This design comes from an exercise in tuning for small area on the open sky130 flow, not from production work.
The RTL was checked by simulation tests, not by an equivalence proof against the original design.
Power and IR drop assume default switching activity.

`run.sh`:
```
#!/bin/bash
# synth_recipe.tcl (not shown) runs the flow's synth.tcl, then flattens the netlist and writes it again
# the make line also repeats each setting of config.mk as NAME=value (left out here)
make -C /OpenROAD-flow-scripts/flow DESIGN_CONFIG=/design/flow/config.mk WORK_HOME=/design/flow/orfs CLKGATE_MAP_FILE= SYNTH_SCRIPT=/design/flow/synth_recipe.tcl finish
```
`config.mk`:
```
export PLATFORM = sky130hd
export DESIGN_NAME = S8_actividad2
export DESIGN_NICKNAME = S8_actividad2
export VERILOG_FILES = /design/flow/design.v
export SDC_FILE = /design/flow/constraint.sdc
export NUM_CORES = 4
export LEC_CHECK = 0
export CAP_MARGIN = 20
export CORE_MARGIN = 2
export CORE_UTILIZATION = 40
export PLACE_DENSITY = 0.6
export SLEW_MARGIN = 20
```
`constraint.sdc`:
```
create_clock -name core_clock -period 10.0 [get_ports {clk}]
set_input_delay 2.0000 -clock core_clock [delete_from_list [all_inputs] [get_ports {clk}]]
set_output_delay 2.0000 -clock core_clock [all_outputs]
set_load 0.01 [all_outputs]
```
`design.v`:
```
module Debouncer_FSM (
    input  logic clk,
    input  logic rst,
    input  logic PB,
    output logic PB_pressed_pulse
);
    logic PB_sync_aux, PB_sync;
    logic [3:0] st;
    always_ff @(posedge clk) begin
        PB_sync_aux <= PB;
        PB_sync     <= PB_sync_aux;
    end
    always_ff @(posedge clk) begin
        if (rst)
            st <= 4'd14;
        else if (st[3:1] == 3'b111)
            st <= st + 4'd1;
        else if (st == 4'd13)
            st <= 4'd0;
        else if (st == 4'd12)
            st <= PB_sync ? 4'd12 : 4'd13;
        else
            st <= PB_sync ? st + 4'd1 : 4'd0;
    end
    assign PB_pressed_pulse = (st == 4'd11);
endmodule
module S8_actividad2 #(parameter N_DEBOUNCER = 10)(
    input  logic        clk,
    input  logic        resetN,
    input  logic        Enter, Undo, DisplayFormat,
    input  logic [15:0] DataIn,
    output logic [6:0]  Segments,
    output logic [4:0]  Flags,
    output logic [2:0]  Status,
    output logic [7:0]  Anodes
);
    logic reset;
    assign reset = ~resetN;
    logic EnterPulse, UndoPulse;
    Debouncer_FSM debouncer_enterpulse (.clk(clk), .rst(reset), .PB(Enter), .PB_pressed_pulse(EnterPulse));
    Debouncer_FSM debouncer_undopulse  (.clk(clk), .rst(reset), .PB(Undo),  .PB_pressed_pulse(UndoPulse));
    logic [2:0] state;
    always_ff @(posedge clk) begin
        if (reset)
            state <= 3'd0;
        else case (state)
            3'd0: if (EnterPulse) state <= 3'd1;
            3'd1: state <= 3'd2;
            3'd2: if (EnterPulse) state <= 3'd3; else if (UndoPulse) state <= 3'd0;
            3'd3: state <= 3'd4;
            3'd4: if (EnterPulse) state <= 3'd5; else if (UndoPulse) state <= 3'd2;
            3'd5: state <= 3'd6;
            3'd6: if (EnterPulse) state <= 3'd0; else if (UndoPulse) state <= 3'd4;
            default: state <= 3'd0;
        endcase
    end
    assign Status = state;
    logic show;
    assign show = (state == 3'd6);
    logic [15:0] opA, opB;
    logic [1:0]  opc;
    always_ff @(posedge clk) begin
        if (state == 3'd1) opA <= DataIn;
        if (state == 3'd3) opB <= DataIn;
        if (state == 3'd5) opc <= DataIn[1:0];
    end
    logic        sub, lg;
    logic [15:0] bx, sum, cout, alu;
    logic [16:0] cin;
    assign sub = (opc == 2'd0);
    assign lg  = opc[1];
    assign bx  = opB ^ {16{sub}};
    assign cin[0] = sub;
    always_comb begin
        for (int i = 0; i < 16; i++) begin
            logic ci;
            ci = lg ? ~opc[0] : cin[i];
            sum[i]   = opA[i] ^ bx[i] ^ ci;
            cout[i]  = (opA[i] & bx[i]) | (ci & (opA[i] | bx[i]));
            cin[i+1] = cout[i];
        end
    end
    assign alu = lg ? cout : sum;
    logic c15, c16;
    assign c15 = cin[15];
    assign c16 = cin[16];
    logic [15:0] res;
    logic        fC, fV, valid;
    always_ff @(posedge clk) begin
        if (show) res <= alu;
        if (reset) begin
            fC <= 1'b0;
            fV <= 1'b0;
            valid <= 1'b0;
        end else if (show) begin
            fC <= ~opc[1] & (c16 ^ sub);
            fV <= ~opc[1] & (c16 ^ c15);
            valid <= 1'b1;
        end
    end
    assign Flags = {valid & res[15], valid & ~(|res), fC, fV, valid & (^res)};
    logic [15:0] ToDisplay;
    assign ToDisplay = show ? (valid ? res : 16'd0) : DataIn;
    logic [5:0] ph;
    always_ff @(posedge clk) begin
        if (reset) ph <= 6'd0;
        else       ph <= ph + 6'd1;
    end
    logic [17:0] sh, sh_add;
    logic        bit_in;
    logic [18:0] bcd;
    logic        bvalid;
    assign bit_in = ph[5] & ToDisplay[~ph[4:1]];
    always_comb begin
        sh_add = sh;
        for (int d = 0; d < 4; d++)
            if (sh[4*d +: 4] >= 4'd5) sh_add[4*d +: 4] = sh[4*d +: 4] + 4'd3;
    end
    always_ff @(posedge clk) begin
        if (~ph[5] | ph[0]) sh <= {sh[16:0], bit_in};
        else                sh <= sh_add;
        if (ph == 6'd63) bcd <= {sh, bit_in};
        if (reset)           bvalid <= 1'b0;
        else if (ph == 6'd63) bvalid <= 1'b1;
    end
    logic [2:0] k;
    logic [3:0] hexd, decd, digit;
    assign k = ph[2:0];
    always_comb begin
        case (k[1:0])
            2'd0: hexd = ToDisplay[3:0];
            2'd1: hexd = ToDisplay[7:4];
            2'd2: hexd = ToDisplay[11:8];
            default: hexd = ToDisplay[15:12];
        endcase
        if (k[2]) hexd = 4'd0;
        case (k)
            3'd0: decd = bcd[3:0];
            3'd1: decd = bcd[7:4];
            3'd2: decd = bcd[11:8];
            3'd3: decd = bcd[15:12];
            3'd4: decd = {1'b0, bcd[18:16]};
            default: decd = 4'd0;
        endcase
        if (!bvalid) decd = 4'd0;
        digit = DisplayFormat ? decd : hexd;
        case (digit)
            4'd0:  Segments = 7'b0000001;
            4'd1:  Segments = 7'b1001111;
            4'd2:  Segments = 7'b0010010;
            4'd3:  Segments = 7'b0000110;
            4'd4:  Segments = 7'b1001100;
            4'd5:  Segments = 7'b0100100;
            4'd6:  Segments = 7'b0100000;
            4'd7:  Segments = 7'b0001111;
            4'd8:  Segments = 7'b0000000;
            4'd9:  Segments = 7'b0001100;
            4'd10: Segments = 7'b0001000;
            4'd11: Segments = 7'b1100000;
            4'd12: Segments = 7'b0110001;
            4'd13: Segments = 7'b1000010;
            4'd14: Segments = 7'b0110000;
            default: Segments = 7'b0111000;
        endcase
        Anodes = ~(8'd1 << k);
    end
endmodule
```
==> run notes <==
-- repair_timing --
item	4_1_cts	5_1_grt
buffers inserted	0	4
setup endpoints to repair	0	4
endpoints found under the hold margin	0	0
gates resized for setup	0	49
-- flip-flops by register name, indices dropped and copies added, names as in the netlist, 3 cells and up --
register,flops
bcd,19
sh,18
opA,16
opB,16
res,16
ph,6
debouncer_enterpulse.st,4
debouncer_undopulse.st,4
state,3
-- layout make-up --
type	instances	area (µm²)	share of cell area (%)
clock inverter	7	71.32	0.9329
multi-input combinational	389	3146	41.15
sequential	112	3113	40.72
inverter	80	301.5	3.944
clock buffer	9	225.2	2.946
timing repair buffer	54	513.0	6.710
tap	220	275.3	3.601
-- cell usage after synthesis, types with 4 or more instances --
master / number
edfxtp_1: 87
inv_1: 78
and2_1: 12
nor2_1: 29
a22oi_1: 7
a32oi_1: 4
a21oi_1: 12
clkbuf_1: 18
nand2_1: 52
o211ai_1: 4
dfxtp_1: 25
a211o_1: 7
nand3_1: 19
xnor2_1: 29
a222oi_1: 4
mux2_2: 7
o21ai_0: 39
nand2b_1: 4
xor2_1: 4
nor2b_1: 8
mux2i_1: 26
buf_2: 7
ha_1: 34
nor3_1: 12
buf_1: 4
a22o_1: 4
o221ai_1: 4
fa_1: 16
-- cells by family after synthesis --
group | after synthesis | share of synthesized area (%)
xor+xnor | 33 | 4.367
simple gates | 147 | 10.61
mux | 36 | 6.144
flops | 112 | 47.03
compound gates | 123 | 13.57
buf+inv | 114 | 7.013
fa+ha+maj | 50 | 11.27
-- critical path: cells and delay by family, from the launching register on --
kind,cells,cell delay [ns]
fa+ha+maj,16,6.27
xor+xnor,2,0.25
simple gates,3,0.48
mux,1,0.19
flops,1,0.43
compound gates,15,1.05
buf+inv,13,0.81
-- layer usage --
layer / wire length, µm / track usage (%)
met1: 6397 / 20.84
met3: 480 / 3.103
met4: 158 / 4.421
met2: 7112 / 28.55
met5: 0 / 0
-- final timing paths --
| kind | from | end | depth (start not counted) |
|---|---|---|---|
| max | opc[0] | fV | 50 |
| min | debouncer_undopulse.PB_sync_aux | debouncer_undopulse.PB_sync | 0 |
| max reg2reg | opc[0] | fV | 50 |
| min reg2reg | debouncer_undopulse.PB_sync_aux | debouncer_undopulse.PB_sync | 0 |
-- layout by cell type (no fill, tap or decap), drive strengths merged, types with 16 or more instances in the layout --
cell,instances
ha,34
inv,80
xnor2,29
mux2i,26
fa,16
nand2,52
clkdlybuf4s50,43
edfxtp,87
nor2,29
dfxtp,25
nand3,19
o21ai,39
-- where the power goes --
part	internal (mW)	switching, mW
clock	0.194	0.168
sequential	0.518	0.0313
combinational	0.0928	0.104
==> key figures <==
Detailed routing
  • DRT iter0 DRCs: 306
  • Pre-antenna DRT Iters: 5
  • DRT Wirelength: 14,150 µm
  • Vias after detailed routing: 4,534
  • Routed vias/inst: 5.206
  • Residual DRC: 0
  • WL per Instance: 16.24 µm
  • Antenna-violating nets left: 0

Worst setup path
  • Crit Path Class: reg2reg
  • CP max stage cell: edfxtp_1
  • R2R setup slack: 0.46 ns
  • CP max stage delay: 0.43 ns
  • Crit-path most repeated cell: fa_2
  • Worst EP arrival: 9.83 ns
  • Critical Path Start Type: register
  • Worst Setup End Kind: register
  • Crit-path max FO: 3
  • Required time worst endpoint: 10.29 ns

Synthesis
  • Post-synth top area cell: edfxtp_1
  • Synth cell types: 65
  • Main flop type after synthesis: edfxtp_1
  • Post-Syn Nets: 686
  • Area contributors post-synth: edfxtp_1 39%, dfxtp_1 7.6%, ha_1 6.4%
  • Number of synthesized flops with an enable pin: 87
  • Post-synthesis sequential area ratio: 47.03%
  • Syn. warnings: 2
  • Post-Synthesis Mean Instance Area: 10.76 µm²
  • Top-area cell type share of the netlist area: 39.47%
  • Synth async-reset ratio: 0%
  • Post-Syn Area: 0.006619 mm²
  • Synth Instances: 615
  • Yosys reg bits: 112

Floorplanning
  • Std-Cell Core Area: 0.01635 mm²
  • Die Footprint: 0.01759 mm²
  • Starting Density: 40.49%
  • Chip width: 132.6 µm
  • Placement row count: 47
  • Die Y: 132.6 µm
  • IO Pins: 44

Cells and area
  • Final net count: 717
  • Inserted Diodes: 0
  • Final std cells w/o fill: 871
  • Final instance area: 0.007645 mm²
  • Ratio of cells with drive above 1 in the final layout: 12.14%
  • Fill count: 1,507
  • Final design utilization: 46.76%
  • Synth-to-layout area growth: 15.50%

Clock network
  • Clock latency on the worst-skew pair: 0.36 ns
  • CTS tree: done
  • H-tree levels: 3
  • Clock Tree Root: clkbuf_16
  • Hold Buf Count CTS: 0
  • Clk slew on worst S/H paths: 0.07 ns
  • Inserted Clock Buffers: 9
  • Sink Count: 112
  • Max Buffers Root-to-Sink: 2

Run status
  • Run status: no timing/DRC/antenna violations

Placed design
  • Hpwl dp: 10,040 µm
  • Port-buffer cells: 43
  • Dpl cell area: 0.007226 mm²
  • Placed Cells: 851
  • Final Wtd Congestion: 0.8446
  • DP Worst Slack: 0.07036 ns

Hold path
  • Worst Hold Class: reg2reg

STA
  • Setup tns final: 0 ns
  • Crit path time final: 9.539 ns
  • Fin. Hold Viols: 0
  • Worst setup margin: 0.4605 ns
  • Fmax: 104.8 MHz
  • Layout Skew: 0.005563 ns
  • Rel. slew slack: 31.74%
  • Worst Hold Slack: 0.3347 ns
  • Max-slew violations: 0
  • Setup violators final: 0
  • Slew @ Worst Pin: 1.023 ns
  • Fin crit share: 95.39%

Run
  • Max cap viols: 0

GRT
  • First-pass GRT wire length: 22,890 µm
  • GRT Util Overall: 16.37%
  • Largest net degree at the start of global routing: 37
  • Via count of the first global-routing pass: 4,501
  • Aggregate global routing overflow: 0
  • Initial antenna violation count: 0

Power and ir drop
  • Cell Pwr Density: 145.1 mW/mm²
  • Total power: 1.109 mW
  • Leak: 2.944 nW
  • Peak VDD IR: 0.09178 mV

static timing again, ports no longer ideal:
In the flow no input, the clock included, has a driving cell. The finished layout below was timed again as built, in two steps. Step 1 assumes that a clkbuf_16 drives the clock port and a buf_2 every other input. Step 2 adds t to the input delays and takes it off the output delays; t is the mean of the earliest and latest rising clock arrival at the registers after step 1. Input paths then give back, and output paths get back, about the clock's delay inside the block. Slacks: ideal / step 1 / step 2; pairs: ideal / step 1.
t, ns: 0.392
setup WS [ns]: 0.461 / 0.461 / 0.461
hold slack, ns: 0.335 / 0.335 / 0.335
worst data-port slew with drivers (ns): 0.05
After both steps setup and hold are still met in this run. The setup slack of this run moves by 0.000 ns with the drivers and by 0.000 ns with both steps.
